What follows belongs to an exercise in optimizing a design on an open flow for a short achievable clock period and few clock cycles; a production flow would make more cautious choices.
Only simulation tests tie the RTL to the original design; equivalence was not proved.
Power is estimated from default activity; no workload was simulated.

## flow/design.v (module list and top-level ports; edited modules follow where they fit)
// module PC_four_adder: 5 lines
// module PC_immediate_adder: 7 lines
// module PC_mux: 105 lines
// module _8x1Mux: 17 lines
// module alu: 83 lines
// module alu_control: 32 lines
// module alu_input_mux: 107 lines
// module control_unit: 63 lines
// module four_bit_CLA: 16 lines
// module four_bit_CLL: 11 lines
// module is_less_than: 6 lines
// module jump_mux: 106 lines
// module move: 34 lines
// module my_and: 34 lines
// module my_nor: 34 lines
// module my_or: 34 lines
// module my_twos_complement: 37 lines
// module my_xor: 34 lines
// module one_bit_adder: 6 lines
// module register_block: 24 lines
// module second_level_CLL: 19 lines
// module shift_left_2: 37 lines
// module sign_extend: 36 lines
// module thirty_two_bit_adder: 20 lines
// module thirty_two_bit_subtractor: 5 lines
// module write_data_mux: 105 lines
// module write_reg_input_mux: 21 lines
// module zero_bit_branch_operations: 15 lines
// module mips: 71 lines
module mips(
	input clk,
	input rst,
	output [31:0] imem_addr,
	input  [31:0] imem_rdata,
	output [31:0] dmem_addr,
	output [31:0] dmem_wdata,
	output dmem_we,
	output dmem_byte,
	input  [31:0] dmem_rdata
);
  // ...
==> flow/run.sh <==
#!/bin/bash
# synth_recipe.tcl (not shown) runs the flow's synth.tcl, then flattens the netlist and writes it again
# the make line also repeats each setting of config.mk as NAME=value (left out here)
make -C /OpenROAD-flow-scripts/flow DESIGN_CONFIG=/design/flow/config.mk WORK_HOME=/design/flow/orfs CLKGATE_MAP_FILE= SYNTH_SCRIPT=/design/flow/synth_recipe.tcl finish
==> flow/config.mk <==
export PLATFORM = sky130hd
export DESIGN_NAME = mips
export DESIGN_NICKNAME = mips
export VERILOG_FILES = /design/flow/design.v
export SDC_FILE = /design/flow/constraint.sdc
export NUM_CORES = 4
export LEC_CHECK = 0
export CAP_MARGIN = 20
export CORE_MARGIN = 2
export CORE_UTILIZATION = 40
export SLEW_MARGIN = 20
==> flow/constraint.sdc <==
create_clock -name core_clock -period 18.0 [get_ports {clk}]
set_input_delay 3.6000 -clock core_clock [delete_from_list [all_inputs] [get_ports {clk}]]
set_output_delay 3.6000 -clock core_clock [all_outputs]
set_load 0.01 [all_outputs]
==> impl_metrics.json, run 1 <==
{
  "power.share.switching_pct": 26.7,
  "die_h_um": 383,
  "die_area_sq_um": 146000,
  "powerSeq_mw": 2.87,
  "grt_pass1_vias": 35400,
  "status": "complete, no violations",
  "portBuffers": 163,
  "ys_ff_latch": 1056,
  "grt_use_met2_pct": 40.7,
  "highest-signal-layer": "met5",
  "rr_endpoint": "PC_next[21]",
  "powerComb_mw": 1.07,
  "p_leak_nw": 22.4,
  "busiest_layer": "met2",
  "critical_path_depth": 29,
  "place_area_sq_um": 61300,
  "post_cts_buffers": 0,
  "synth_top_cell_by_area": "edfxtp_1",
  "use_met3_pct": 5.55,
  "finalPower_mw": 6.20,
  "ctsResizeCount": 0,
  "layout.cells.non_filler": 5634,
  "drive_gt1_share_pct": 25.1,
  "grt_overflow": 0,
  "cts_tree": "done",
  "wl_met3_um": 20700,
  "tap_cells": 1890,
  "hold_slack_ps": 456,
  "synth-xor-area-share_pct": 0.565,
  "synth_compound_area_share_pct": 5.58,
  "crit_path_end_kind": "output pin",
  "critPathTopFamily": "buffers and inverters",
  "multi_input_area_share_pct": 37.1,
  "fp.dieW_um": 383,
  "clock_sinks": 1056,
  "start_util_pct": 40.4,
  "groute.usage.overall_pct": 26.4,
  "route.met2.wl_um": 89200,
  "synth.most_common_cell": "edfxtp_1",
  "clkPwrFrac_pct": 36.5,
  "clock_latency_ps": 740,
  "hold_class": "reg2reg"
}
Testbench counts, summed over its fixed seeds: cycles 39,283.
==> module mips, before the edit <==
module mips(
	input clk,
	input rst,
	output [31:0] imem_addr,
	input  [31:0] imem_rdata,
	output [31:0] dmem_addr,
	output [31:0] dmem_wdata,
	output dmem_we,
	output dmem_byte,
	input  [31:0] dmem_rdata
);
reg  [31:0] PC_next;
wire [31:0] PC;
wire [31:0] PC_mux_out;
wire [31:0] instruction;
wire [31:0] sign_extended;
wire [31:0] PC_4_add_result;
wire [31:0] PC_shift_left_add_result;
wire [31:0] shift_left_result;
wire [31:0] ALU_result;
wire [31:0] read_data1;
wire [31:0] read_data2;
wire [31:0] write_data;
wire [4:0]  write_reg;
wire [31:0] mem_read_data;
wire [2:0]  alu_ctr;
wire [31:0] selected_PC_to_jump_or_four_added_pc;
wire regDst;
wire branch;
wire memRead;
wire memWrite;
wire [2:0] ALUop;
wire ALUsrc;
wire regWrite;
wire jump;
wire byteOperations;
wire move;
wire zero_bit;
wire [31:0] alu_input_mux_result;
wire branch_and_zero;
wire zero_bit_result;
  always @(posedge clk) begin
		if (rst)
			PC_next <= 32'b00000000000000000000000000000000;
		else
			PC_next <= selected_PC_to_jump_or_four_added_pc;
  end
  assign PC = PC_next;
  assign imem_addr = PC;
  assign instruction = imem_rdata;
  assign mem_read_data = dmem_rdata;
  assign dmem_addr = ALU_result;
  assign dmem_wdata = read_data2;
  assign dmem_we = memWrite & ~rst;
  assign dmem_byte = byteOperations;
and pc_mux_and(branch_and_zero, branch, zero_bit_result);
control_unit cu(regDst, branch, memRead, memWrite, ALUop[2:0], ALUsrc, regWrite, jump, byteOperations, move, instruction[31:26]);
write_reg_input_mux mux1(instruction[20:16], instruction[15:11], regDst, write_reg[4:0]);
register_block rb(read_data1[31:0], read_data2[31:0], clk, byteOperations, write_data[31:0], instruction[25:21], instruction[20:16], write_reg[4:0], regWrite);
sign_extend se(sign_extended[31:0], instruction[15:0]);
alu_control ac(alu_ctr[2:0], instruction[5:0], ALUop[2:0]);
alu_input_mux mux2(read_data2[31:0], sign_extended[31:0], ALUsrc, alu_input_mux_result[31:0]);
alu alu1(ALU_result[31:0], zero_bit, read_data1[31:0], alu_input_mux_result[31:0], alu_ctr[2:0]);
shift_left_2 sl(shift_left_result[31:0], sign_extended[31:0]);
PC_four_adder pfa(PC[31:0], PC_4_add_result[31:0]);
PC_immediate_adder pia(shift_left_result[31:0], PC_4_add_result[31:0], PC_shift_left_add_result[31:0]);
zero_bit_branch_operations zbb(instruction[31:26], zero_bit, jump, zero_bit_result);
PC_mux pm(PC_4_add_result[31:0], PC_shift_left_add_result[31:0], branch_and_zero, PC_mux_out[31:0]);
jump_mux jm(instruction[25:0], PC_mux_out[31:0], jump, selected_PC_to_jump_or_four_added_pc[31:0]);
write_data_mux wdm(mem_read_data[31:0], ALU_result[31:0], memRead, write_data[31:0]);
endmodule
==> inputs of run 2 (changes only) <==
--- a/flow/design.v
+++ b/flow/design.v
@@ -1063,62 +1063,102 @@
 	input  [31:0] dmem_rdata
 );
-reg  [31:0] PC_next;
-wire [31:0] PC;
-wire [31:0] PC_mux_out;
-wire [31:0] instruction;
-wire [31:0] sign_extended;
-wire [31:0] PC_4_add_result;
-wire [31:0] PC_shift_left_add_result;
-wire [31:0] shift_left_result;
-wire [31:0] ALU_result;
-wire [31:0] read_data1;
-wire [31:0] read_data2;
-wire [31:0] write_data;
-wire [4:0]  write_reg;
-wire [31:0] mem_read_data;
-wire [2:0]  alu_ctr;
-wire [31:0] selected_PC_to_jump_or_four_added_pc;
-wire regDst;
-wire branch;
-wire memRead;
-wire memWrite;
-wire [2:0] ALUop;
-wire ALUsrc;
-wire regWrite;
-wire jump;
-wire byteOperations;
-wire move;
-wire zero_bit;
-wire [31:0] alu_input_mux_result;
-wire branch_and_zero;
-wire zero_bit_result;
-  always @(posedge clk) begin
-		if (rst)
-			PC_next <= 32'b00000000000000000000000000000000;
-		else
-			PC_next <= selected_PC_to_jump_or_four_added_pc;
-  end
-  assign PC = PC_next;
-  assign imem_addr = PC;
-  assign instruction = imem_rdata;
-  assign mem_read_data = dmem_rdata;
-  assign dmem_addr = ALU_result;
-  assign dmem_wdata = read_data2;
-  assign dmem_we = memWrite & ~rst;
-  assign dmem_byte = byteOperations;
-and pc_mux_and(branch_and_zero, branch, zero_bit_result);
-control_unit cu(regDst, branch, memRead, memWrite, ALUop[2:0], ALUsrc, regWrite, jump, byteOperations, move, instruction[31:26]);
-write_reg_input_mux mux1(instruction[20:16], instruction[15:11], regDst, write_reg[4:0]);
-register_block rb(read_data1[31:0], read_data2[31:0], clk, byteOperations, write_data[31:0], instruction[25:21], instruction[20:16], write_reg[4:0], regWrite);
-sign_extend se(sign_extended[31:0], instruction[15:0]);
-alu_control ac(alu_ctr[2:0], instruction[5:0], ALUop[2:0]);
-alu_input_mux mux2(read_data2[31:0], sign_extended[31:0], ALUsrc, alu_input_mux_result[31:0]);
-alu alu1(ALU_result[31:0], zero_bit, read_data1[31:0], alu_input_mux_result[31:0], alu_ctr[2:0]);
-shift_left_2 sl(shift_left_result[31:0], sign_extended[31:0]);
-PC_four_adder pfa(PC[31:0], PC_4_add_result[31:0]);
-PC_immediate_adder pia(shift_left_result[31:0], PC_4_add_result[31:0], PC_shift_left_add_result[31:0]);
-zero_bit_branch_operations zbb(instruction[31:26], zero_bit, jump, zero_bit_result);
-PC_mux pm(PC_4_add_result[31:0], PC_shift_left_add_result[31:0], branch_and_zero, PC_mux_out[31:0]);
-jump_mux jm(instruction[25:0], PC_mux_out[31:0], jump, selected_PC_to_jump_or_four_added_pc[31:0]);
-write_data_mux wdm(mem_read_data[31:0], ALU_result[31:0], memRead, write_data[31:0]);
+localparam [2:0] ALU_AND = 3'd0, ALU_OR = 3'd1, ALU_LT = 3'd4,
+                 ALU_ADD = 3'd5, ALU_SUB = 3'd6, ALU_MOVE = 3'd7;
+reg [31:0] registers [0:31];
+reg [31:0] pc_r;
+reg        vE, wrE, ldE, byE, stE, beqE, bneE;
+reg [4:0]  wdE;
+reg [2:0]  opE;
+reg [31:0] aE, bE, rtE, btE;
+wire eqE    = (aE == bE);
+wire takenE = vE & ((beqE & eqE) | (bneE & ~eqE));
+reg [31:0] alu_res;
+always @(*) begin
+	case (opE)
+		ALU_OR:   alu_res = aE | bE;
+		ALU_LT:   alu_res = {31'b0, (bE == 32'b0) | (aE < bE)};
+		ALU_ADD:  alu_res = aE + bE;
+		ALU_SUB:  alu_res = aE - bE;
+		ALU_MOVE: alu_res = aE;
+		default:  alu_res = aE & bE;
+	endcase
+end
+wire [31:0] resE = ldE ? (byE ? {24'b0, dmem_rdata[7:0]} : dmem_rdata) : alu_res;
+assign dmem_addr  = aE + bE;
+assign dmem_wdata = rtE;
+assign dmem_byte  = byE;
+assign dmem_we    = vE & stE & ~rst;
+always @(posedge clk) begin
+	if (vE & wrE)
+		registers[wdE] <= resE;
+end
+wire [31:0] fa  = takenE ? btE : pc_r;
+wire [31:0] fa4 = takenE ? (btE + 32'd4) : (pc_r + 32'd4);
+assign imem_addr = fa;
+wire [31:0] ins = imem_rdata;
+wire [5:0]  op  = ins[31:26];
+wire [5:0]  fn  = ins[5:0];
+wire [4:0]  rs  = ins[25:21];
+wire [4:0]  rt  = ins[20:16];
+wire [4:0]  rd  = ins[15:11];
+wire [31:0] zimm = {16'b0, ins[15:0]};
+wire is_r     = (op == 6'b000000);
+wire is_move  = (op == 6'b100000);
+wire is_andi  = (op == 6'b000100);
+wire is_ori   = (op == 6'b000101);
+wire is_slti  = (op == 6'b000111);
+wire is_addi  = (op == 6'b000010);
+wire is_subi  = (op == 6'b000011);
+wire is_lw    = (op == 6'b001000);
+wire is_lb    = (op == 6'b001001);
+wire is_sw    = (op == 6'b010000);
+wire is_sb    = (op == 6'b010001);
+wire is_beq   = (op == 6'b100011);
+wire is_bne   = (op == 6'b100111);
+wire is_jump  = (op == 6'b111000) | (op == 6'b111001);
+reg [2:0] fn_op;
+always @(*) begin
+	case (fn)
+		6'b000100: fn_op = ALU_AND;
+		6'b000101: fn_op = ALU_OR;
+		6'b000111: fn_op = ALU_LT;
+		6'b000010: fn_op = ALU_ADD;
+		6'b000011: fn_op = ALU_SUB;
+		6'b000000: fn_op = ALU_MOVE;
+		default:   fn_op = ALU_AND;
+	endcase
+end
+wire mem_op  = is_lw | is_lb | is_sw | is_sb;
+wire use_imm = is_andi | is_ori | is_slti | is_addi | is_subi | mem_op;
+wire [2:0] alu_op = (is_r | is_move)       ? fn_op   :
+                    is_ori                 ? ALU_OR  :
+                    is_slti                ? ALU_LT  :
+                    (is_addi | mem_op)     ? ALU_ADD :
+                    (is_subi | is_beq | is_bne) ? ALU_SUB :
+                                             ALU_AND;
+wire fwd_rs = vE & wrE & (wdE == rs);
+wire fwd_rt = vE & wrE & (wdE == rt);
+wire [31:0] rs_val = fwd_rs ? resE : registers[rs];
+wire [31:0] rt_val = fwd_rt ? resE : registers[rt];
+always @(posedge clk) begin
+	if (rst) begin
+		pc_r <= 32'b0;
+		vE   <= 1'b0;
+	end else begin
+		pc_r <= is_jump ? {6'b0, ins[25:0]} : fa4;
+		vE   <= 1'b1;
+	end
+	wrE  <= ~(is_sw | is_sb);
+	ldE  <= is_lw | is_lb;
+	byE  <= is_lb | is_sb;
+	stE  <= is_sw | is_sb;
+	beqE <= is_beq;
+	bneE <= is_bne;
+	wdE  <= is_r ? rd : rt;
+	opE  <= alu_op;
+	aE   <= rs_val;
+	bE   <= use_imm ? zimm : rt_val;
+	rtE  <= rt_val;
+	btE  <= fa4 + {14'b0, ins[15:0], 2'b00};
+end
 endmodule
==> run 2 against run 1 <==
Non-clock buffer count is 35 lower. Largest power group unchanged. Cell count rose by 6.1%. Area after synthesis up 4.6%. First-iteration DRC count down 4.2%. Critical path type is now reg2out. Power is 13% higher. Routed wire length up 0.33%. Sequential share of layout area is 1.0 points higher. Clock skew grew 28 ps. Design area is 5.2% higher. Critical endpoint is now imem_addr[4]. Via count is 3.8% higher. Setup slack gained 4000 ps. Global-route usage shrank 0.95 points.
==> impl_metrics.json, run 2 <==
{
  "min_period_ps": 12160,
  "worst_pin_slew_ps": 1170,
  "drt_iter0_drc": 4981,
  "fp.dieW_um": 391,
  "power_density_nw_per_um2": 103,
  "p_seq_share_pct": 45.5,
  "rows": 142,
  "core_sq_um": 149000,
  "synth-edff-count": 1024,
  "p_leak_nw": 22.4,
  "synth_top_cell_by_area": "edfxtp_1",
  "worstSetupStartpointType": "register",
  "crit_path_end_kind": "output pin",
  "synth_top_family_by_area": "multiplexers",
  "yosysWarnings": 1,
  "drt-vias-per-instance": 6.34,
  "nNetsFinal": 4045,
  "skew_ps": 56.4,
  "cts_tree": "done",
  "ys_ff_latch": 1172,
  "cts_root_buf": "clkbuf_16",
  "p_switching_mw": 1.98,
  "synth_fp_nets": 3909,
  "period_share_pct": 67.5,
  "h-tree-depth": 3,
  "final_common_cell": "edfxtp_1",
  "fmax_mhz": 82.3,
  "portBuffers": 163,
  "gp_congestion": 0.961,
  "synthArstFlopShare_pct": 0,
  "ctsResizeCount": 0,
  "ff_latch_area_sq_um": 33700,
  "hpwl_um": 122000,
  "cts_buffers": 119,
  "netlist_top_cells_area": "edfxtp_1 51%, mux4_2 24%, dfxtp_1 4.9%, ha_1 2.4%, a21oi_1 1.3%",
  "largest_reg_flops": 1024,
  "final_cell_mix": "1024 x edfxtp_1, 640 x mux4_2, 183 x nand2_1, 158 x a21oi_1, 158 x clkdlybuf4s50_1",
  "path_class": "reg2out",
  "status": "complete, no violations",
  "die_h_um": 391,
  "wl_um": 196000,
  "ios": 164,
  "slew_viol_final": 0,
  "crit_path_max_incr_delay_ps": 830,
  "post_cts_buffers": 0,
  "start_util_pct": 40.1,
  "largest-register": "registers",
  "cap_violations": 0,
  "ant_nets": 0,
  "synth.most_common_cell": "edfxtp_1",
  "area_growth_pct": 13.7,
  "clock_latency_ps": 780,
  "grt_pass1_wl_um": 278000,
  "synth-xor-area-share_pct": 1.56,
  "cpMostUsedCell": "buf_4",
  "fillers": 12900,
  "comb_power_share_pct": 18.8,
  "clk_pin_slew_worst_paths_ps": 60,
  "grt_overflow": 0,
  "setup_tns_ps": 0,
  "finalPower_mw": 7.01,
  "cp_slowest_cell": "buf_4",
  "antenna_found_initial": 1,
  "worstPathRequired_ps": 14400,
  "power.share.switching_pct": 28.2,
  "n_antenna_cell": 0,
  "synth_area_sq_um": 60000,
  "cts_hold_buffers": 0,
  "synth_flop_cell": "edfxtp_1",
  "clock_sinks": 1172,
  "groute.usage.overall_pct": 25.5,
  "die_area_sq_um": 153000,
  "p_int_mw": 5.03,
  "max-clock-path-buffers": 3,
  "synthMuxAreaShare_pct": 26.1,
  "synthAdderAreaFrac_pct": 2.48,
  "drive_gt1_share_pct": 27.1,
  "synth.top_cell.area_share_pct": 51.3,
  "grt_pass1_vias": 37300,
  "synth-simple-area-share_pct": 5.40,
  "critPathArrivalTime_ps": 8560,
  "hold_class": "reg2reg",
  "grt_max_degree": 127,
  "finalSetupViolations": 0,
  "grt_setup_unrepaired": "no",
  "max-vdd-ir-drop_mv": 0.0981,
  "finalHoldViolCount": 0,
  "drt_pass1_iterations": 6,
  "synth_common_cells": "1024 x edfxtp_1, 640 x mux4_2, 185 x nand2_1",
  "ys_seq_area_share_pct": 56.2,
  "drt-wirelength-per-cell_um": 32.7,
  "syn-instance-count": 3726,
  "cp_max_fo": 76,
  "vias": 37900,
  "path_cells": "buf_4 -> buf_4 -> mux4_2 -> mux4_2 -> mux2_2 -> inv_1 -> ha_1 -> or4_4 -> or3_4 -> o31a_1 -> o21ai_4 -> buf_4 -> mux2i_1 -> inv_1 -> clkdlybuf4s50_1",
  "multi_input_area_sq_um": 25100,
  "syn_area_per_cell_sq_um": 16.1,
  "synth_compound_area_share_pct": 5.63,
  "drc_errors": 0,
  "synth_cell_types": 86,
  "slew_headroom_pct": 20.1,
  "clkPwrFrac_pct": 35.7
}
run 2: final cells by class:
type,count,area share (%)
clock buffer,140,4.51
clock inverter,82,1.26
inverter,135,0.743
multi-input combinational,2170,36.7
sequential,1172,49.5
tap,2016,3.70
timing repair buffer,264,3.58
run 2: kinds of logic after synthesis:
kind of cell             count (synthesis)
flip-flops                            1172
multiplexers                           756
AND/OR/NAND/NOR                        666
AO/OA/AOI/OAI                          525
buffers and inverters                  384
adder cells (fa/ha/maj)                117
XOR/XNOR                               106
run 2: per-stage QoR:
| step | instance area, sq um | std cells | setup WS, ps | util (%) | hold WS [ps] |
|---|---|---|---|---|---|
| floorplan | 60000 | 3726 | 8980 | - | 464 |
| global placement | 64200 | 5755 | 6650 | 43.0 | 496 |
| global route | 68200 | 5979 | 5310 | 45.6 | 540 |
| CTS | 68200 | 5977 | 5740 | 45.6 | 521 |
| detailed placement | 64200 | 5755 | 6580 | 43.0 | 494 |
| finish | 68200 | 5979 | 5840 | 45.6 | 520 |
run 2: layer usage:
| metal | vias to the layer above | global-route usage (%) | wire [um] |
|---|---|---|---|
| li1 | 15500 | - | - |
| met1 | 20000 | 35.9 | 78700 |
| met2 | 2125 | 39.6 | 90700 |
| met3 | 327 | 4.52 | 18900 |
| met4 | 0 | 9.54 | 7400 |
| met5 | - | 0 | 0 |
run 2: worst paths after layout:
path	startpoint	end	cells after the start	slack, ps
setup / recovery	register	imem_addr[4]	15	5840
hold / removal	btE[0]	btE[0]	1	520
setup reg to reg	register	btE[30]	29	7260
hold reg to reg	btE[0]	btE[0]	1	520
run 2: power by group through the flow:
stage | Sequential, mW | Clock [mW] | Combinational (mW)
6_report | 3.19 | 2.51 | 1.31
5_1_grt | 3.19 | 2.66 | 1.40
4_1_cts | 3.19 | 2.55 | 1.29
3_5_place_dp | 3.25 | 0 | 1.29
3_3_place_gp | 3.25 | 0 | 1.28
2_1_floorplan | 3.22 | 0 | 0.785
run 2: worst max-delay path: cells and delay by family, from the launching register on:
kind	cells	cell delay, ps
flip-flops	1	760
AO/OA/AOI/OAI	2	620
adder cells (fa/ha/maj)	1	410
AND/OR/NAND/NOR	2	940
buffers and inverters	6	2950
multiplexers	4	1890
Testbench counts of run 2, summed over its fixed seeds: cycles 39,411.
==> inputs of run 3 (changes only) <==
--- a/flow/design.v
+++ b/flow/design.v
@@ -1065,12 +1065,11 @@
 localparam [2:0] ALU_AND = 3'd0, ALU_OR = 3'd1, ALU_LT = 3'd4,
                  ALU_ADD = 3'd5, ALU_SUB = 3'd6, ALU_MOVE = 3'd7;
-reg [31:0] registers [0:31];
+reg        rst_q;
 reg [31:0] pc_r;
-reg        vE, wrE, ldE, byE, stE, beqE, bneE;
+reg        wrE, ldE, byE, weE;
 reg [4:0]  wdE;
 reg [2:0]  opE;
-reg [31:0] aE, bE, rtE, btE;
-wire eqE    = (aE == bE);
-wire takenE = vE & ((beqE & eqE) | (bneE & ~eqE));
+reg [31:0] aE, bE, rtE, addrE;
+wire vE = ~rst_q;
 reg [31:0] alu_res;
 always @(*) begin
@@ -1085,14 +1084,22 @@
 end
 wire [31:0] resE = ldE ? (byE ? {24'b0, dmem_rdata[7:0]} : dmem_rdata) : alu_res;
-assign dmem_addr  = aE + bE;
+wire        wbE  = vE & wrE;
+assign dmem_addr  = addrE;
 assign dmem_wdata = rtE;
 assign dmem_byte  = byE;
-assign dmem_we    = vE & stE & ~rst;
-always @(posedge clk) begin
-	if (vE & wrE)
-		registers[wdE] <= resE;
-end
-wire [31:0] fa  = takenE ? btE : pc_r;
-wire [31:0] fa4 = takenE ? (btE + 32'd4) : (pc_r + 32'd4);
+assign dmem_we    = weE & ~rst;
+wire [1023:0] rf;
+genvar gi;
+generate
+	for (gi = 0; gi < 32; gi = gi + 1) begin : g_rf
+		reg [31:0] r;
+		always @(posedge clk)
+			if (wbE && wdE == gi)
+				r <= resE;
+		assign rf[gi*32 +: 32] = r;
+	end
+endgenerate
+wire [31:0] fa  = rst_q ? 32'b0 : pc_r;
+wire [31:0] fa4 = fa + 32'd4;
 assign imem_addr = fa;
 wire [31:0] ins = imem_rdata;
@@ -1131,34 +1138,30 @@
 wire mem_op  = is_lw | is_lb | is_sw | is_sb;
 wire use_imm = is_andi | is_ori | is_slti | is_addi | is_subi | mem_op;
-wire [2:0] alu_op = (is_r | is_move)       ? fn_op   :
-                    is_ori                 ? ALU_OR  :
-                    is_slti                ? ALU_LT  :
-                    (is_addi | mem_op)     ? ALU_ADD :
+wire [2:0] alu_op = (is_r | is_move)            ? fn_op   :
+                    is_ori                      ? ALU_OR  :
+                    is_slti                     ? ALU_LT  :
+                    (is_addi | mem_op)          ? ALU_ADD :
                     (is_subi | is_beq | is_bne) ? ALU_SUB :
-                                             ALU_AND;
-wire fwd_rs = vE & wrE & (wdE == rs);
-wire fwd_rt = vE & wrE & (wdE == rt);
-wire [31:0] rs_val = fwd_rs ? resE : registers[rs];
-wire [31:0] rt_val = fwd_rt ? resE : registers[rt];
+                                                  ALU_AND;
+wire fwd_rs = wbE & (wdE == rs);
+wire fwd_rt = wbE & (wdE == rt);
+wire [31:0] rs_val = fwd_rs ? resE : rf[rs*32 +: 32];
+wire [31:0] rt_val = fwd_rt ? resE : rf[rt*32 +: 32];
+wire        eq    = (rs_val == rt_val);
+wire        taken = (is_beq & eq) | (is_bne & ~eq);
+wire [31:0] btgt  = fa4 + {14'b0, ins[15:0], 2'b00};
 always @(posedge clk) begin
-	if (rst) begin
-		pc_r <= 32'b0;
-		vE   <= 1'b0;
-	end else begin
-		pc_r <= is_jump ? {6'b0, ins[25:0]} : fa4;
-		vE   <= 1'b1;
-	end
-	wrE  <= ~(is_sw | is_sb);
-	ldE  <= is_lw | is_lb;
-	byE  <= is_lb | is_sb;
-	stE  <= is_sw | is_sb;
-	beqE <= is_beq;
-	bneE <= is_bne;
-	wdE  <= is_r ? rd : rt;
-	opE  <= alu_op;
-	aE   <= rs_val;
-	bE   <= use_imm ? zimm : rt_val;
-	rtE  <= rt_val;
-	btE  <= fa4 + {14'b0, ins[15:0], 2'b00};
+	rst_q <= rst;
+	pc_r  <= is_jump ? {6'b0, ins[25:0]} : taken ? btgt : fa4;
+	wrE   <= ~(is_sw | is_sb);
+	ldE   <= is_lw | is_lb;
+	byE   <= is_lb | is_sb;
+	weE   <= ~rst & (is_sw | is_sb);
+	wdE   <= is_r ? rd : rt;
+	opE   <= alu_op;
+	aE    <= rs_val;
+	bE    <= use_imm ? zimm : rt_val;
+	rtE   <= rt_val;
+	addrE <= rs_val + zimm;
 end
 endmodule
--- a/flow/config.mk
+++ b/flow/config.mk
@@ -6,6 +6,8 @@
 export NUM_CORES = 4
 export LEC_CHECK = 0
+export ABC_CLOCK_PERIOD_IN_PS = 3000
 export CAP_MARGIN = 20
 export CORE_MARGIN = 2
 export CORE_UTILIZATION = 40
+export SETUP_SLACK_MARGIN = 5
 export SLEW_MARGIN = 20
==> run 3 against run 2 <==
Hold slack improved by 130 ps. Routed wire length grew 12%. Clock skew decreased by 24 ps. Critical path type is now in2reg. Still clean. Via count grew 16%.
==> impl_metrics.json, run 3 <==
{
  "hold_slack_ps": 653,
  "holdPathEnd": "pc_r[1]",
  "critPathArrivalTime_ps": 11120,
  "synthArstFlopShare_pct": 0,
  "synth_top_family_by_area": "multiplexers",
  "fillers": 14000,
  "largest-register": "g_rf.r",
  "die_h_um": 403,
  "path_cells": "buf_6 -> buf_4 -> xor2_1 -> nor4_1 -> and2_2 -> buf_4 -> nor2_1 -> a221oi_1 -> o32ai_1 -> or4b_1 -> nor4_1 -> nand4_1 -> or3_1 -> or4_4 -> nor4_4 -> mux2_4 -> or4_1 -> and3_1",
  "p_switching_mw": 2.18,
  "grt_pass1_wl_um": 312000,
  "grt_overflow": 0,
  "drive_gt1_share_pct": 20.1,
  "synth_compound_area_share_pct": 8.80,
  "period_share_pct": 58.0,
  "r2r_start": "bE[7]",
  "clkPwrFrac_pct": 36.7,
  "drc_errors": 0,
  "grt_pass1_vias": 42500,
  "r2r_cells": 28,
  "synthMuxAreaShare_pct": 21.7,
  "synth_common_cells": "1024 x edfxtp_1, 487 x mux4_2, 251 x nor2_1",
  "power_density_nw_per_um2": 104,
  "portBuffers": 163,
  "ant_nets": 0,
  "nNetsFinal": 4832,
  "hold_start": "pc_r[1]",
  "hpwl_um": 140000,
  "p_int_mw": 5.30,
  "die_area_sq_um": 162000,
  "cts_root_buf": "clkbuf_16",
  "synth_flop_cell": "edfxtp_1",
  "synth_area_sq_um": 63600,
  "power.share.switching_pct": 29.1,
  "ctsResizeCount": 0,
  "min_path_cells": 2,
  "largest_reg_flops": 1024,
  "comb_power_share_pct": 19.3,
  "p_seq_share_pct": 44.0,
  "final_cell_mix": "1024 x edfxtp_1, 487 x mux4_2, 246 x nand2_1, 235 x mux2i_1, 217 x nor2_1",
  "drt-vias-per-instance": 6.44,
  "hold_class": "reg2reg",
  "synth-simple-area-share_pct": 8.02,
  "gp_congestion": 0.962,
  "cap_violations": 0,
  "max-clock-path-buffers": 3,
  "syn-instance-count": 4503,
  "final_common_cell": "edfxtp_1",
  "min_period_ps": 10450,
  "groute.usage.overall_pct": 26.8,
  "clock_latency_ps": 800,
  "synth_top_cell_by_area": "edfxtp_1",
  "clk_pin_slew_worst_paths_ps": 60,
  "core_sq_um": 158000,
  "drt_pass1_iterations": 5,
  "crit_path_end_kind": "register",
  "r2r_setup_slack_ps": 9840,
  "cp_max_fo": 56,
  "synth_fp_nets": 4705,
  "cts_hold_buffers": 0,
  "synth-edff-count": 1024,
  "synth.top_cell.area_share_pct": 48.4,
  "cts_buffers": 132,
  "finalHoldViolCount": 0,
  "rows": 146,
  "cts_tree": "done",
  "crit_path_max_incr_delay_ps": 730,
  "worstPathRequired_ps": 18680,
  "synth_cell_types": 100,
  "worst_pin_slew_ps": 1160,
  "synth-xor-area-share_pct": 1.69,
  "fp.dieW_um": 403,
  "post_cts_buffers": 0,
  "syn_area_per_cell_sq_um": 14.1,
  "netlist_top_cells_area": "edfxtp_1 48%, mux4_2 17%, dfxtp_1 5.4%, mux2i_1 3.7%, ha_1 2.6%",
  "cp_slowest_cell": "a221oi_1",
  "h-tree-depth": 4,
  "fmax_mhz": 95.7,
  "rr_endpoint": "addrE[28]",
  "slew_headroom_pct": 22.8,
  "wl_um": 220000,
  "synthAdderAreaFrac_pct": 2.72,
  "drt_iter0_drc": 5941,
  "yosysWarnings": 1,
  "drt-wirelength-per-cell_um": 32.2,
  "ys_ff_latch": 1197,
  "multi_input_area_sq_um": 27700,
  "finalPower_mw": 7.48,
  "synth.most_common_cell": "edfxtp_1",
  "max-vdd-ir-drop_mv": 0.113,
  "finalSetupViolations": 0,
  "ff_latch_area_sq_um": 34200,
  "antenna_found_initial": 9,
  "area_growth_pct": 13.4,
  "slew_viol_final": 0,
  "cp_num_buf_inv": 3,
  "start_util_pct": 40.2,
  "ys_seq_area_share_pct": 53.8,
  "ios": 164,
  "grt_max_degree": 120,
  "worstSetupStartpointType": "input pin",
  "grt_setup_unrepaired": "no",
  "p_leak_nw": 24.5,
  "critPathTopFamily": "simple AND/OR/NAND/NOR gates",
  "skew_ps": 32.7,
  "status": "complete, no violations",
  "vias": 43900,
  "clock_sinks": 1197,
  "setup_tns_ps": 0,
  "path_class": "in2reg"
}
[run 3: changes by cell type in the layout (fill, tap and decap cells not counted), sizes merged, moves of 22 or more]
cell	delta
mux4	-153
mux2	-22
nor2	+75
nor2b	+70
nand3	+44
dfxtp	+25
buf	+27
nand2b	+23
nand2	+65
mux2i	+183
a21oi	+36
a22oi	+91
[run 3: cell families after synthesis]
| logic type | count (synthesis) |
|---|---|
| muxes | 764 |
| buffers and inverters | 439 |
| AOI/OAI and AO/OA | 819 |
| DFF | 1197 |
| xor gates and xnor gates | 123 |
| and+or+nand+nor | 1025 |
| adders and majority gates | 136 |
[run 3: power by group through the flow]
| stage | Sequential (mW) | Combinational [mW] | Clock [mW] |
|---|---|---|---|
| 5_1_grt | 3.29 | 1.53 | 2.89 |
| 3_5_place_dp | 3.35 | 1.41 | 0 |
| 6_report | 3.29 | 1.44 | 2.75 |
| 4_1_cts | 3.29 | 1.41 | 2.78 |
| 3_3_place_gp | 3.34 | 1.40 | 0 |
| 2_1_floorplan | 3.33 | 0.866 | 0 |
[run 3: per-layer routing]
metal | GRT usage [%] | share of wire [%] | vias up
met4 | 10.7 | 4.2 | 2
met1 | 36.7 | 40 | 22700
met5 | 0 | 0.0091 | -
met3 | 4.56 | 9.2 | 473
li1 | - | - | 18300
met2 | 42.4 | 47 | 2434
[run 3: through the flow]
stage          worst slack [ps]  instance area, sq um  utilization, %  instances
5_1_grt                    7130                 72100            45.6       6813
4_1_cts                    7110                 72000            45.5       6805
3_5_place_dp               6280                 67600            42.8       6563
2_1_floorplan              9170                 63600               -       4503
3_3_place_gp               6340                 67600            42.7       6563
6_report                   7550                 72100            45.6       6815
[run 3: worst max path at each step]
stage | from | end | slack [ps] | cells after the start
floorplan | imem_rdata[25] | addrE[28] | 9170 | 24
global placement | imem_rdata[21] | pc_r[18] | 6340 | 18
detailed placement | imem_rdata[21] | pc_r[18] | 6280 | 18
CTS | imem_rdata[21] | pc_r[18] | 7110 | 18
global route | imem_rdata[16] | pc_r[30] | 7130 | 17
finish | imem_rdata[23] | pc_r[30] | 7550 | 18
[run 3: worst min-delay path: cells and delay by family (launching register included)]
kind | cells | cell delay [ps]
multiplexers | 1 | 160
AND/OR/NAND/NOR | 1 | 150
flip-flops | 1 | 310
[run 3: cell type report]
class	count	share of cell area, %
Antenna cell	5	0.0174
Sequential cell	1197	47.5
Inverter	145	0.755
Clock buffer	155	4.71
Multi-Input combinational cell	2867	38.5
Tap cell	2072	3.60
Clock inverter	87	1.32
Timing Repair Buffer	287	3.67
Testbench counts of run 3, summed over its fixed seeds: cycles 39,411.
==> inputs of run 4 (changes only) <==
--- a/flow/config.mk
+++ b/flow/config.mk
@@ -6,8 +6,6 @@
 export NUM_CORES = 4
 export LEC_CHECK = 0
-export ABC_CLOCK_PERIOD_IN_PS = 3000
 export CAP_MARGIN = 20
 export CORE_MARGIN = 2
 export CORE_UTILIZATION = 40
-export SETUP_SLACK_MARGIN = 5
 export SLEW_MARGIN = 20
==> run 4 against run 3 <==
Sequential share of layout area is the same. Clock skew unchanged. First-iteration DRC count did not move. Synthesized cell count did not move. Critical path depth unchanged. Flip-flop and latch count unchanged. Non-clock buffer count unchanged. Hold slack is the same. Maximum frequency unchanged. Routed wire length unchanged.
==> impl_metrics.json, run 4 <==
{
  "skew_ps": 32.7,
  "grt_pass1_wl_um": 312000,
  "synth_area_sq_um": 63600,
  "critPathArrivalTime_ps": 11120,
  "ys_ff_latch": 1197,
  "p_switching_mw": 2.18,
  "area_growth_pct": 13.4,
  "ios": 164,
  "multi_input_area_sq_um": 27700,
  "ant_nets": 0,
  "grt_pass1_vias": 42500,
  "path_class": "in2reg",
  "hpwl_um": 140000,
  "p_int_mw": 5.30,
  "cts_root_buf": "clkbuf_16",
  "fin_ws_ps": 7550,
  "syn_area_per_cell_sq_um": 14.1,
  "max-vdd-ir-drop_mv": 0.113,
  "fp.dieW_um": 403,
  "largest-register": "g_rf.r",
  "path_cells": "buf_6 -> buf_4 -> xor2_1 -> nor4_1 -> and2_2 -> buf_4 -> nor2_1 -> a221oi_1 -> o32ai_1 -> or4b_1 -> nor4_1 -> nand4_1 -> or3_1 -> or4_4 -> nor4_4 -> mux2_4 -> or4_1 -> and3_1",
  "yosysWarnings": 1,
  "synth.most_common_cell": "edfxtp_1",
  "drt_iter0_drc": 5941,
  "fmax_mhz": 95.7,
  "max-clock-path-buffers": 3,
  "cp_num_buf_inv": 3,
  "ff_latch_area_sq_um": 34200,
  "final_common_cell": "edfxtp_1",
  "critPathTopFamily": "simple AND/OR/NAND/NOR gates",
  "worstSetupStartpointType": "input pin",
  "ctsResizeCount": 0,
  "period_share_pct": 58.0,
  "groute.usage.overall_pct": 26.8,
  "synth.top_cell.area_share_pct": 48.4,
  "cap_violations": 0,
  "core_sq_um": 158000,
  "portBuffers": 163,
  "crit_path_end_kind": "register",
  "p_leak_nw": 24.5,
  "cts_buffers": 132,
  "synth_flop_cell": "edfxtp_1",
  "cp_slowest_cell": "a221oi_1",
  "finalSetupViolations": 0,
  "synth_cell_types": 100,
  "drc_errors": 0,
  "worst_pin_slew_ps": 1160,
  "fillers": 14000,
  "clock_sinks": 1197,
  "status": "complete, no violations",
  "largest_reg_flops": 1024,
  "power_density_nw_per_um2": 104,
  "die_h_um": 403,
  "crit_path_max_incr_delay_ps": 730,
  "netlist_top_cells_area": "edfxtp_1 48%, mux4_2 17%, dfxtp_1 5.4%, mux2i_1 3.7%, ha_1 2.6%",
  "drt_pass1_iterations": 5,
  "finalHoldViolCount": 0,
  "cts_hold_buffers": 0,
  "drive_gt1_share_pct": 20.1,
  "final_cell_mix": "1024 x edfxtp_1, 487 x mux4_2, 246 x nand2_1, 235 x mux2i_1, 217 x nor2_1",
  "utilization_pct": 45.6,
  "cp_max_fo": 56,
  "slew_viol_final": 0,
  "ys_seq_area_share_pct": 53.8,
  "nNetsFinal": 4832,
  "min_period_ps": 10450,
  "grt_setup_unrepaired": "no",
  "synth_common_cells": "1024 x edfxtp_1, 487 x mux4_2, 251 x nor2_1",
  "rows": 146,
  "synth-edff-count": 1024,
  "hold_class": "reg2reg",
  "drt-vias-per-instance": 6.44,
  "start_util_pct": 40.2,
  "comb_power_share_pct": 19.3,
  "synth_top_cell_by_area": "edfxtp_1",
  "slew_headroom_pct": 22.8,
  "clk_pin_slew_worst_paths_ps": 60,
  "power.share.switching_pct": 29.1,
  "syn-instance-count": 4503,
  "clock_latency_ps": 800,
  "h-tree-depth": 4,
  "wl_um": 220000,
  "drt-wirelength-per-cell_um": 32.2,
  "cts_tree": "done",
  "post-place-ws_ps": 6280,
  "synthArstFlopShare_pct": 0,
  "antenna_found_initial": 9,
  "clkPwrFrac_pct": 36.7,
  "synth_fp_nets": 4705,
  "vias": 43900,
  "p_seq_share_pct": 44.0,
  "post_cts_buffers": 0,
  "setup_tns_ps": 0,
  "place_area_sq_um": 67600,
  "grt_overflow": 0,
  "fin_area_sq_um": 72100,
  "gp_congestion": 0.962,
  "worstPathRequired_ps": 18680,
  "grt_max_degree": 120,
  "die_area_sq_um": 162000
}
[run 4: cell counts after synthesis]
Identical to the previous run, type by type.
[run 4: kinds of logic (layout without fill, tap and decap cells)]
group | count (synthesis) | count (layout) | share of synthesized area, %
DFF | 1197 | 1197 | 53.8
and+or+nand+nor | 1025 | 1025 | 8.02
AOI/OAI and AO/OA | 819 | 819 | 8.80
muxes | 764 | 764 | 21.7
buffers and inverters | 439 | 674 | 3.24
adders and majority gates | 136 | 136 | 2.72
xor gates and xnor gates | 123 | 123 | 1.69
other | 0 | 5 | 0
[run 4: metal layers]
layer  share of wire (%)  up-vias  track usage, %
met5              0.0091        -               0
met4                 4.2        2            10.7
met3                 9.2      473            4.56
met2                  47     2434            42.4
met1                  40    22700            36.7
li1                    -    18300               -
[run 4: metrics by stage]
stage | power [mW] | cells | hold WS [ps]
6_report | 7.48 | 6815 | 653
5_1_grt | 7.71 | 6813 | 723
3_3_place_gp | 4.74 | 6563 | 608
3_5_place_dp | 4.75 | 6563 | 645
2_1_floorplan | 4.20 | 4503 | 619
4_1_cts | 7.48 | 6805 | 659
[run 4: worst paths after layout]
path | from | end | slack (ps) | cells after the start
max | imem_rdata[23] | pc_r[30] | 7550 | 18
min | pc_r[1] | pc_r[1] | 650 | 2
max reg2reg | bE[7] | addrE[28] | 9840 | 28
min reg2reg | pc_r[1] | pc_r[1] | 650 | 2
[run 4: final cells by class]
class,count,area share (%)
sequential,1197,47.5
clock inverter,87,1.32
clock buffer,155,4.71
antenna,5,0.0174
tap,2072,3.60
timing repair buffer,287,3.67
multi-input combinational,2867,38.5
inverter,145,0.755
[run 4: worst reg2reg max path, delay by kind of cell (launching register included)]
family / cells / cell delay [ps]
AOI/OAI and AO/OA: 14 / 3770
and+or+nand+nor: 7 / 1880
adders and majority gates: 3 / 1240
buffers and inverters: 3 / 550
DFF: 1 / 440
xor gates and xnor gates: 1 / 140
[run 4: power by group through the flow]
stage / Sequential, mW / Clock (mW) / Combinational, mW
after global placement: 3.34 / 0 / 1.40
after global routing: 3.29 / 2.89 / 1.53
after floorplan: 3.33 / 0 / 0.866
final: 3.29 / 2.75 / 1.44
after CTS: 3.29 / 2.78 / 1.41
after detailed placement: 3.35 / 0 / 1.41
==> inputs of run 5 (changes only) <==
==> flow/flow/run.sh (new file) <==
#!/bin/bash
# Own flow: the standard layout (standard.sh, unchanged synthesis), with
#  - the timing repair asked to leave SETUP_SLACK_MARGIN ns of setup slack on
#    the 18 ns clock, so that it shortens the critical paths instead of
#    stopping as soon as the 18 ns clock is met;
#  - the rst input and dmem_we output pins placed side by side.
# Each tool's output goes to a log file in this folder (ORFS's own logs stay
# under orfs/logs).
set -euo pipefail
here=$(pwd)
margin=${SETUP_MARGIN_NS:-10.5}
bash standard.sh \
  SETUP_SLACK_MARGIN=$margin \
  IO_CONSTRAINTS=$here/flow/io.tcl \
  finish > $here/orfs_make.log 2>&1
==> flow/flow/io.tcl (new file) <==
# Keep the reset input next to the store-enable output: dmem_we = weE & ~rst
# is the only path from an input straight to an output.
set_io_pin_constraint -group -order -pin_names {rst dmem_we}
==> flow/standard.sh (new file) <==
#!/bin/bash
# synth_recipe.tcl (not shown) runs the flow's synth.tcl, then flattens the netlist and writes it again
# the make line also repeats each setting of config.mk as NAME=value (left out here)
make -C /OpenROAD-flow-scripts/flow DESIGN_CONFIG=/design/flow/config.mk WORK_HOME=/design/flow/orfs CLKGATE_MAP_FILE= SYNTH_SCRIPT=/design/flow/synth_recipe.tcl "${@:-finish}"
--- a/flow/config.mk
+++ b/flow/config.mk
@@ -6,4 +6,5 @@
 export NUM_CORES = 4
 export LEC_CHECK = 0
+export ABC_CLOCK_PERIOD_IN_PS = 3000
 export CAP_MARGIN = 20
 export CORE_MARGIN = 2
removed: flow/run.sh
==> run 5 against run 4 <==
Still clean. Power rose by 1.7%. Area after synthesis did not move. Clock power fell by 3%. Clock skew rose by 3.7 ps. Setup slack improved by 2500 ps. Largest power group unchanged.
==> impl_metrics.json, run 5 <==
{
  "grt_max_degree": 69,
  "cp_max_fo": 7,
  "period_share_pct": 44.1,
  "drt_iter0_drc": 6584,
  "skew_ps": 36.3,
  "ant_nets": 0,
  "grt_pass1_vias": 44600,
  "ys_seq_area_share_pct": 53.8,
  "cts_hold_buffers": 0,
  "ys_ff_latch": 1197,
  "grt_setup_unrepaired": "yes",
  "area_growth_pct": 20.4,
  "portBuffers": 163,
  "min_period_ps": 7940,
  "synth-edff-count": 1024,
  "wl_um": 246000,
  "cap_violations": 0,
  "worstPathRequired_ps": 18720,
  "drc_errors": 0,
  "final_common_cell": "edfxtp_1",
  "die_h_um": 403,
  "synth_common_cells": "1024 x edfxtp_1, 487 x mux4_2, 251 x nor2_1",
  "largest-register": "g_rf.r",
  "utilization_pct": 48.4,
  "dp_cells": 6567,
  "synth.top_cell.area_share_pct": 48.4,
  "cts_buffers": 132,
  "cp_slowest_cell": "or4_4",
  "synth.most_common_cell": "edfxtp_1",
  "finalHoldViolCount": 0,
  "grt_overflow": 0,
  "power_density_nw_per_um2": 99.4,
  "worst_pin_slew_ps": 1200,
  "critPathTopFamily": "simple AND/OR/NAND/NOR gates",
  "drt-wirelength-per-cell_um": 35.2,
  "h-tree-depth": 4,
  "syn_area_per_cell_sq_um": 14.1,
  "p_leak_nw": 26.6,
  "synth_top_cell_by_area": "edfxtp_1",
  "grt_pass1_wl_um": 340000,
  "fp.dieW_um": 403,
  "antenna_found_initial": 9,
  "die_area_sq_um": 162000,
  "hpwl_um": 142000,
  "final_cell_mix": "1024 x edfxtp_1, 487 x mux4_2, 240 x nand2_1, 222 x mux2i_1, 209 x nor2_1",
  "yosysWarnings": 1,
  "cts_root_buf": "clkbuf_16",
  "max-vdd-ir-drop_mv": 0.107,
  "cp_num_buf_inv": 5,
  "rows": 146,
  "path_class": "in2reg",
  "synth_fp_nets": 4705,
  "nNetsFinal": 5019,
  "synth_cell_types": 100,
  "core_sq_um": 158000,
  "hold_slack_ps": 629,
  "synthArstFlopShare_pct": 0,
  "synth_flop_cell": "edfxtp_1",
  "syn-instance-count": 4503,
  "clk_pin_slew_worst_paths_ps": 60,
  "groute.usage.overall_pct": 29.7,
  "slew_viol_final": 0,
  "start_util_pct": 40.2,
  "crit_path_end_kind": "register",
  "drive_gt1_share_pct": 25.9,
  "finalPower_mw": 7.61,
  "largest_reg_flops": 1024,
  "ios": 164,
  "clock_latency_ps": 800,
  "worstSetupStartpointType": "input pin",
  "crit_path_max_incr_delay_ps": 600,
  "layout.cells.non_filler": 6994,
  "path_cells": "buf_16 -> buf_16 -> buf_4 -> buf_12 -> mux4_2 -> mux4_2 -> mux2i_1 -> a21oi_1 -> a21o_1 -> xor2_1 -> or4_1 -> or4_4 -> nor4_4 -> buf_6 -> mux2_4 -> or4_1 -> a21oi_1",
  "gp_congestion": 0.957,
  "netlist_top_cells_area": "edfxtp_1 48%, mux4_2 17%, dfxtp_1 5.4%, mux2i_1 3.7%, ha_1 2.6%",
  "vias": 45800,
  "clock_sinks": 1197,
  "drt-vias-per-instance": 6.54,
  "status": "complete, no violations",
  "cts_tree": "done",
  "fmax_mhz": 126,
  "critPathArrivalTime_ps": 8660,
  "drt_pass1_iterations": 7,
  "finalSetupViolations": 0,
  "slew_headroom_pct": 20.1,
  "hold_class": "reg2reg",
  "synth_area_sq_um": 63600,
  "max-clock-path-buffers": 3,
  "setup_tns_ps": 0
}
## run 5: kinds of logic (layout without fill, tap and decap cells)
logic type	count (synthesis)	count (layout)	synth area share, %
other	0	1	0
muxes	764	766	21.7
DFF	1197	1197	53.8
and+or+nand+nor	1025	1025	8.02
adders and majority gates	136	136	2.72
AOI/OAI and AO/OA	819	819	8.80
xor gates and xnor gates	123	123	1.69
buffers and inverters	439	855	3.24
## run 5: repair_timing
item                                    4_1_cts  5_1_grt
pin swaps                                    43       44
gates cloned                                 52        6
gates resized for setup                     247       93
buffers inserted                             82       44
hold endpoints to repair                      0        0
endpoints found under the setup margin       56       49
## run 5: path summary, 6_finish.rpt
check                               startpoint       end  slack, ps  depth (start not counted)
worst max-delay path            imem_rdata[16]  pc_r[26]      10060                         17
worst min-delay path                   pc_r[1]   pc_r[1]        630                          2
worst max register to register           bE[7]  pc_r[26]      10940                         20
worst min register to register         pc_r[1]   pc_r[1]        630                          2
## run 5: area by class of cell
type	instances	area, sq um
Tap cell	2072	2590
Sequential cell	1197	34200
Clock buffer	177	3670
Clock inverter	61	522
Antenna cell	1	2.50
Multi-Input combinational cell	2869	28800
Timing Repair Buffer	472	6210
Fill cell	13400	81700
Inverter	145	553
## run 5: metal layers
metal	part of all wire, %	GRT usage, %	up-vias	wire [um]
met5	0.021	0	-	51
met4	6.9	17.1	8	16900
met3	11	6.75	749	26900
met2	47	47.4	3070	115000
met1	36	37.3	23300	87700
li1	-	-	18600	-
## run 5: report_power, final
group	switching [mW]	total [mW]	internal (mW)
clock network	1.15	2.68	1.52
registers	0.0640	3.29	3.22
logic	1.03	1.64	0.614
total	2.24	7.61	5.36
## run 5: metrics by stage
stage | setup slack [ps] | cell area (sq um)
after floorplan | 9970 | 64000
after global placement | 7340 | 67800
after detailed placement | 7350 | 67800
after CTS | 10090 | 75500
after global routing | 10040 | 76500
final | 10060 | 76500
## run 5: worst min-delay path: cells and delay by family, from the launching register on
kind,cells,cell delay (ps)
mux,1,150
flops,1,300
simple gates,1,140
==> inputs of run 6 (changes only) <==
--- a/flow/design.v
+++ b/flow/design.v
@@ -1067,9 +1067,12 @@
 reg        rst_q;
 reg [31:0] pc_r;
-reg        wrE, ldE, byE, weE;
+reg        wrE, ldE, byE, weE, beqE, bneE, c16E;
 reg [4:0]  wdE;
 reg [2:0]  opE;
-reg [31:0] aE, bE, rtE, addrE;
+reg [31:0] aE, bE, rtE, btE;
+reg [15:0] alo16E, ahi1E;
 wire vE = ~rst_q;
+wire eqE    = (aE == bE);
+wire takenE = vE & ((beqE & eqE) | (bneE & ~eqE));
 reg [31:0] alu_res;
 always @(*) begin
@@ -1085,5 +1088,5 @@
 wire [31:0] resE = ldE ? (byE ? {24'b0, dmem_rdata[7:0]} : dmem_rdata) : alu_res;
 wire        wbE  = vE & wrE;
-assign dmem_addr  = addrE;
+assign dmem_addr  = {c16E ? ahi1E : aE[31:16], alo16E};
 assign dmem_wdata = rtE;
 assign dmem_byte  = byE;
@@ -1100,5 +1103,5 @@
 	end
 endgenerate
-wire [31:0] fa  = rst_q ? 32'b0 : pc_r;
+wire [31:0] fa  = rst_q ? 32'b0 : takenE ? btE : pc_r;
 wire [31:0] fa4 = fa + 32'd4;
 assign imem_addr = fa;
@@ -1148,10 +1151,11 @@
 wire [31:0] rs_val = fwd_rs ? resE : rf[rs*32 +: 32];
 wire [31:0] rt_val = fwd_rt ? resE : rf[rt*32 +: 32];
-wire        eq    = (rs_val == rt_val);
-wire        taken = (is_beq & eq) | (is_bne & ~eq);
-wire [31:0] btgt  = fa4 + {14'b0, ins[15:0], 2'b00};
+wire [16:0] alo = {1'b0, rs_val[15:0]} + {1'b0, ins[15:0]};
 always @(posedge clk) begin
 	rst_q <= rst;
-	pc_r  <= is_jump ? {6'b0, ins[25:0]} : taken ? btgt : fa4;
+	pc_r  <= is_jump ? {6'b0, ins[25:0]} : fa4;
+	btE   <= fa4 + {14'b0, ins[15:0], 2'b00};
+	beqE  <= is_beq;
+	bneE  <= is_bne;
 	wrE   <= ~(is_sw | is_sb);
 	ldE   <= is_lw | is_lb;
@@ -1163,5 +1167,7 @@
 	bE    <= use_imm ? zimm : rt_val;
 	rtE   <= rt_val;
-	addrE <= rs_val + zimm;
+	alo16E <= alo[15:0];
+	c16E   <= alo[16];
+	ahi1E  <= rs_val[31:16] + 16'd1;
 end
 endmodule
==> run 6 against run 5 <==
Sequential power up 3%. Clock power is 2% higher. Synthesized cell count fell by 10%. Critical path depth down 14. Hold slack got worse by 150 ps. Utilization is 1.5 points lower. Global-route usage is 4.8 points lower. Cell count fell by 8.6%. Register-to-register slack gained 60 ps. Sequential share of layout area increased by 3.6 points. First-iteration DRC count down 29%. Design area shrank 5.5%.
==> impl_metrics.json, run 6 <==
{
  "fin_ws_ps": 10490,
  "drt-wirelength-per-cell_um": 31.3,
  "post-place-ws_ps": 8900,
  "crit_path_end_kind": "output pin",
  "antenna_found_initial": 2,
  "groute.usage.overall_pct": 24.9,
  "crit_path_max_incr_delay_ps": 130,
  "hold_class": "reg2reg",
  "netlist_top_cells_area": "edfxtp_1 49%, mux4_2 23%, dfxtp_1 6.7%, ha_1 2.6%, a21oi_1 1.6%",
  "drive_gt1_share_pct": 30.0,
  "status": "complete, no violations",
  "hpwl_um": 122000,
  "drt_iter0_drc": 4671,
  "drc_errors": 0,
  "fp.dieW_um": 399,
  "synth_area_sq_um": 62300,
  "fillers": 13200,
  "max-clock-path-buffers": 3,
  "grt_overflow": 0,
  "grt_max_degree": 130,
  "final_common_cell": "edfxtp_1",
  "largest_reg_flops": 1024,
  "synth_cell_types": 86,
  "drt-vias-per-instance": 6.21,
  "cts_buffers": 134,
  "fin_area_sq_um": 72300,
  "cts_tree": "done",
  "final_cell_mix": "1024 x edfxtp_1, 640 x mux4_2, 234 x nand2_1, 197 x nor2_1, 187 x dfxtp_1",
  "cp_max_fo": 2,
  "max-vdd-ir-drop_mv": 0.112,
  "rows": 144,
  "grt_pass1_vias": 39500,
  "worstPathRequired_ps": 14400,
  "synthArstFlopShare_pct": 0,
  "portBuffers": 163,
  "ys_ff_latch": 1232,
  "ios": 164,
  "largest-register": "g_rf.r",
  "wl_um": 200000,
  "core_sq_um": 154000,
  "syn-instance-count": 4045,
  "place_area_sq_um": 66500,
  "slew_headroom_pct": 22.0,
  "clock_latency_ps": 770,
  "cp_slowest_cell": "buf_2",
  "period_share_pct": 41.7,
  "setup_tns_ps": 0,
  "area_growth_pct": 16.2,
  "synth-edff-count": 1024,
  "clock_sinks": 1232,
  "skew_ps": 29.9,
  "critPathTopFamily": "buffers and inverters",
  "h-tree-depth": 4,
  "ant_nets": 0,
  "syn_area_per_cell_sq_um": 15.4,
  "synth_top_cell_by_area": "edfxtp_1",
  "critPathArrivalTime_ps": 3910,
  "yosysWarnings": 1,
  "synth_common_cells": "1024 x edfxtp_1, 640 x mux4_2, 248 x nand2_1",
  "min_period_ps": 7510,
  "ys_seq_area_share_pct": 56.1,
  "fmax_mhz": 133,
  "cap_violations": 0,
  "path_cells": "buf_6 -> nor2b_1 -> buf_2",
  "clk_pin_slew_worst_paths_ps": 60,
  "drt_pass1_iterations": 6,
  "finalHoldViolCount": 0,
  "p_leak_nw": 24.3,
  "nNetsFinal": 4444,
  "die_area_sq_um": 159000,
  "gp_congestion": 0.914,
  "path_class": "in2out",
  "start_util_pct": 40.3,
  "die_h_um": 399,
  "grt_pass1_wl_um": 283000,
  "vias": 39700,
  "finalSetupViolations": 0,
  "grt_setup_unrepaired": "yes",
  "synth.top_cell.area_share_pct": 49.4,
  "cts_root_buf": "clkbuf_16",
  "utilization_pct": 46.8,
  "slew_viol_final": 0,
  "power_density_nw_per_um2": 104,
  "synth.most_common_cell": "edfxtp_1",
  "synth_fp_nets": 4245,
  "worstSetupStartpointType": "input pin",
  "cp_num_buf_inv": 2,
  "worst_pin_slew_ps": 1160,
  "synth_flop_cell": "edfxtp_1"
}
-- run 6: changes by cell type in the layout (fill, tap and decap cells not counted), moves of 38 or more --
| cell | previous run | this run |
|---|---|---|
| mux2i_1 | 222 | 47 |
| mux4_2 | 487 | 640 |
| a22oi_1 | 96 | 6 |
| buf_4 | 188 | 138 |
| o21ai_0 | 96 | 144 |
| nor2b_1 | 84 | 45 |
| buf_16 | 45 | 7 |
-- run 6: worst paths after layout --
| kind | start | endpoint | slack [ps] | cells past startpoint |
|---|---|---|---|---|
| worst max register to register | aE[21] | alo16E[14] | 11000 | 28 |
| worst min register to register | pc_r[0] | btE[0] | 480 | 2 |
| worst min-delay path | pc_r[0] | btE[0] | 480 | 2 |
| worst max-delay path | rst | dmem_we | 10490 | 3 |
-- run 6: kinds of logic (layout without fill, tap and decap cells) --
family                   after synthesis  count (layout)  share of synthesized area, %
flip-flops                          1232            1232                          56.1
multiplexers                         746             746                          25.0
other                                  0               3                             0
adder cells (fa/ha/maj)              134             134                          2.74
AO/OA/AOI/OAI                        611             611                          6.10
AND/OR/NAND/NOR                      797             797                          6.03
XOR/XNOR                             105             105                          1.49
buffers and inverters                420             724                          2.60
-- run 6: layout make-up --
type,count,area [sq um],share of cell area [%]
Sequential cell,1232,35000,48.3
Multi-Input combinational cell,2393,26600,36.8
Clock buffer,173,3760,5.20
Timing Repair Buffer,334,3280,4.53
Tap cell,2044,2560,3.54
Clock inverter,68,589,0.815
Inverter,149,562,0.777
Antenna cell,3,7.51,0.0104
-- run 6: worst min-delay path, cell delays in order, from the launching register on --
cell	delay (ps)
dfxtp_1	300
nand2_1	60
a21oi_2	60
-- run 6: where the power goes --
| part | total (mW) | switching [mW] | internal, mW | leakage, nW |
|---|---|---|---|---|
| clock network | 2.74 | 1.15 | 1.59 | 2.14 |
| registers | 3.39 | 0.0652 | 3.32 | 11.1 |
| logic | 1.41 | 0.881 | 0.534 | 11.1 |
-- run 6: through the flow --
stage | hold slack [ps] | power, mW | cells
6_report | 479 | 7.54 | 6396
5_1_grt | 489 | 7.78 | 6393
4_1_cts | 499 | 7.53 | 6354
3_5_place_dp | 490 | 4.78 | 6078
3_3_place_gp | 486 | 4.77 | 6077
2_1_floorplan | 454 | 4.26 | 4045
-- run 6: layer usage --
layer / global-route usage [%] / vias to the layer above / routed length, um
met4: 8.27 / 0 / 6680
met2: 40.7 / 1947 / 96700
met1: 33.1 / 20800 / 78700
met5: 0 / - / 0
li1: - / 16600 / -
met3: 5.51 / 341 / 18000
-- run 6: what timing repair did --
action / in CTS / in global routing
hold buffers: 0 / 0
setup endpoints to repair: 63 / 46
gates cloned: 4 / 7
setup buffers: 31 / 32
endpoints found under the hold margin: 0 / 0
gates resized for setup: 215 / 111
pin swaps: 18 / 26
Testbench counts of run 6, summed over its fixed seeds: cycles 39,411.
==> inputs of run 7 (changes only) <==
--- a/flow/design.v
+++ b/flow/design.v
@@ -1072,6 +1072,7 @@
 reg [31:0] aE, bE, rtE, btE;
 reg [15:0] alo16E, ahi1E;
+reg [7:0]  neE;
 wire vE = ~rst_q;
-wire eqE    = (aE == bE);
+wire eqE    = ~|neE;
 wire takenE = vE & ((beqE & eqE) | (bneE & ~eqE));
 reg [31:0] alu_res;
@@ -1152,4 +1153,11 @@
 wire [31:0] rt_val = fwd_rt ? resE : rf[rt*32 +: 32];
 wire [16:0] alo = {1'b0, rs_val[15:0]} + {1'b0, ins[15:0]};
+wire [31:0] dif = rs_val ^ rt_val;
+wire [7:0]  ne;
+generate
+	for (gi = 0; gi < 8; gi = gi + 1) begin : g_ne
+		assign ne[gi] = |dif[gi*4 +: 4];
+	end
+endgenerate
 always @(posedge clk) begin
 	rst_q <= rst;
@@ -1167,4 +1175,5 @@
 	bE    <= use_imm ? zimm : rt_val;
 	rtE   <= rt_val;
+	neE    <= ne;
 	alo16E <= alo[15:0];
 	c16E   <= alo[16];
==> run 7 against run 6 <==
Still clean on timing, DRC and antenna. Clock-buffer cell count fell by 2. Sequential power barely moved. Design area fell by 0.45%. Critical endpoint unchanged.
==> impl_metrics.json, run 7 <==
{
  "grt_pass1_vias": 39700,
  "die_area_sq_um": 161000,
  "rows": 145,
  "cp_slowest_cell": "buf_8",
  "core_sq_um": 156000,
  "nNetsFinal": 4446,
  "drc_errors": 0,
  "period_share_pct": 41.7,
  "drt_pass1_iterations": 6,
  "final_cell_mix": "1024 x edfxtp_1, 640 x mux4_2, 237 x nand2_1, 217 x nor2_1, 212 x dfxtp_1",
  "groute.usage.overall_pct": 24.6,
  "utilization_pct": 46.0,
  "drt-vias-per-instance": 6.31,
  "critPathArrivalTime_ps": 3900,
  "syn-instance-count": 4117,
  "hpwl_um": 123000,
  "post-place-ws_ps": 8660,
  "final_common_cell": "edfxtp_1",
  "netlist_top_cells_area": "edfxtp_1 49%, mux4_2 23%, dfxtp_1 6.9%, ha_1 2.6%, nor2_1 1.5%",
  "drive_gt1_share_pct": 25.1,
  "cts_tree": "done",
  "start_util_pct": 40.3,
  "setup_tns_ps": 0,
  "drt-wirelength-per-cell_um": 31.4,
  "yosysWarnings": 1,
  "path_class": "in2out",
  "multi_input_area_sq_um": 26800,
  "synth_area_sq_um": 63100,
  "area_growth_pct": 14.1,
  "cts_hold_buffers": 0,
  "synth-edff-count": 1024,
  "grt_overflow": 0,
  "power_density_nw_per_um2": 104,
  "min_period_ps": 7500,
  "grt_max_degree": 99,
  "synth_cell_types": 99,
  "clock_latency_ps": 800,
  "worstPathRequired_ps": 14400,
  "place_area_sq_um": 67300,
  "synth_common_cells": "1024 x edfxtp_1, 640 x mux4_2, 253 x nor2_1",
  "antenna_found_initial": 6,
  "cts_buffers": 132,
  "wl_um": 202000,
  "cts_root_buf": "clkbuf_16",
  "syn_area_per_cell_sq_um": 15.3,
  "largest-register": "g_rf.r",
  "h-tree-depth": 4,
  "fin_area_sq_um": 72000,
  "max-clock-path-buffers": 3,
  "cap_violations": 0,
  "crit_path_max_incr_delay_ps": 100,
  "hold_class": "reg2reg",
  "synth.most_common_cell": "edfxtp_1",
  "synth.top_cell.area_share_pct": 48.7,
  "ant_nets": 0,
  "ys_ff_latch": 1240,
  "skew_ps": 39.2,
  "cp_max_fo": 2,
  "finalHoldViolCount": 0,
  "grt_pass1_wl_um": 286000,
  "clock_sinks": 1240,
  "crit_path_end_kind": "output pin",
  "ff_latch_area_sq_um": 35100,
  "grt_setup_unrepaired": "yes",
  "path_cells": "buf_8 -> nor2b_4 -> buf_6",
  "fmax_mhz": 133,
  "ys_seq_area_share_pct": 55.6,
  "synthArstFlopShare_pct": 0,
  "gp_congestion": 0.934,
  "worstSetupStartpointType": "input pin",
  "synth_fp_nets": 4317,
  "ios": 164,
  "fp.dieW_um": 401,
  "portBuffers": 163,
  "status": "complete, no violations",
  "synth_flop_cell": "edfxtp_1",
  "max-vdd-ir-drop_mv": 0.110,
  "slew_viol_final": 0,
  "p_leak_nw": 24.1,
  "drt_iter0_drc": 4905,
  "slew_headroom_pct": 21.7,
  "clk_pin_slew_worst_paths_ps": 60,
  "vias": 40500,
  "worst_pin_slew_ps": 1170,
  "fillers": 13500,
  "finalSetupViolations": 0,
  "synth_top_cell_by_area": "edfxtp_1",
  "fin_ws_ps": 10500,
  "die_h_um": 401,
  "hold_slack_ps": 477,
  "largest_reg_flops": 1024
}
## run 7: cells by family (layout without fill, tap and decap cells)
| kind of cell | Yosys count | count (layout) | synth area share [%] |
|---|---|---|---|
| compound gates | 635 | 635 | 6.56 |
| xor+xnor | 127 | 127 | 1.76 |
| fa+ha+maj | 134 | 134 | 2.71 |
| buf+inv | 420 | 657 | 2.67 |
| flops | 1240 | 1240 | 55.6 |
| mux | 732 | 732 | 24.4 |
| other cells | 0 | 1 | 0 |
| simple gates | 829 | 829 | 6.33 |
## run 7: final timing paths
check | to | depth (start not counted) | slack, ps | startpoint
worst max-delay path | dmem_we | 3 | 10500 | rst
worst min register to register | btE[1] | 2 | 480 | pc_r[1]
worst max register to register | btE[29] | 24 | 11680 | neE[5]
worst min-delay path | btE[1] | 2 | 480 | pc_r[1]
## run 7: repair_timing
action	4_1_cts	5_1_grt
endpoints found under the setup margin	73	31
setup buffers	1	0
gates cloned	1	6
resized for setup	34	23
## run 7: power breakdown
part	internal (mW)	leakage [nW]	switching, mW
clock network	1.51	2.05	1.18
registers	3.33	11.1	0.0734
logic	0.513	10.9	0.883
total	5.35	24.1	2.13
## run 7: per-layer routing
metal | GRT usage, % | wire [um] | up-vias
met2 | 39.7 | 96400 | 2024
met4 | 9.57 | 8110 | 2
li1 | - | - | 16800
met1 | 33.1 | 79400 | 21300
met3 | 4.44 | 17600 | 393
met5 | 0 | 11 | -
## run 7: layout make-up
type                            count  area share (%)
Antenna cell                        1         0.00348
Tap cell                         2058            3.58
Multi-Input combinational cell   2457            37.2
Clock inverter                     71           0.931
Timing Repair Buffer              269            3.84
Clock buffer                      171            4.98
Inverter                          146           0.761
Sequential cell                  1240            48.7
## run 7: per-stage QoR
stage	power (mW)	std cells
floorplan	4.29	4117
global placement	4.82	6160
detailed placement	4.83	6162
CTS	7.50	6406
global route	7.73	6412
finish	7.49	6413
## run 7: critical path: cells and delay by family
family | cells | cell delay [ps]
buf+inv | 2 | 200
simple gates | 1 | 100
Testbench counts of run 7, summed over its fixed seeds: cycles 39,411.

-- what the ideal ports hide --
The flow's constraints put no driver on any port. The routed layouts listed below were extracted and timed again, unchanged, in two steps.
Step 1 (the two cells are an assumption about what drives the block):
set clk [get_ports {clk}]
set_driving_cell -lib_cell sky130_fd_sc_hd__clkbuf_16 $clk
set_driving_cell -lib_cell sky130_fd_sc_hd__buf_2 [delete_from_list [all_inputs] $clk]
Step 2 moves the port delays by t, midway between the first and last clock arrival at a register: inputs arrive t later, outputs are due t later. That takes back most of the time a late clock gives input paths.
a / b / c = ideal / step 1 / step 2; a / b = the first two.
run	t, ns	slack for setup (ns)	latest minus earliest clock arrival (ns)	slew at the worst register clock pin (ns)	worst slew at a driven data input, ns
run 1	0.809	1.818 / 1.772 / 1.772	0.029 / 0.028	0.07 / 0.07	0.09
run 2	0.832	5.843 / 5.758 / 6.590	0.056 / 0.057	0.08 / 0.08	0.08
run 3	0.857	7.551 / 7.593 / 6.735	0.033 / 0.033	0.07 / 0.07	0.11
run 4	0.857	7.551 / 7.593 / 6.735	0.033 / 0.033	0.07 / 0.07	0.11
run 5	0.867	10.061 / 9.744 / 8.877	0.040 / 0.041	0.07 / 0.07	0.49
run 6	0.839	10.491 / 10.414 / 9.701	0.030 / 0.030	0.06 / 0.06	0.41
run 7	0.863	10.501 / 10.460 / 9.729	0.040 / 0.039	0.08 / 0.08	0.31
After both steps setup and hold are still met in every run listed. For run 5, which loses most, drivers alone change the setup slack by -0.317 ns; drivers and shift together by -1.184 ns.
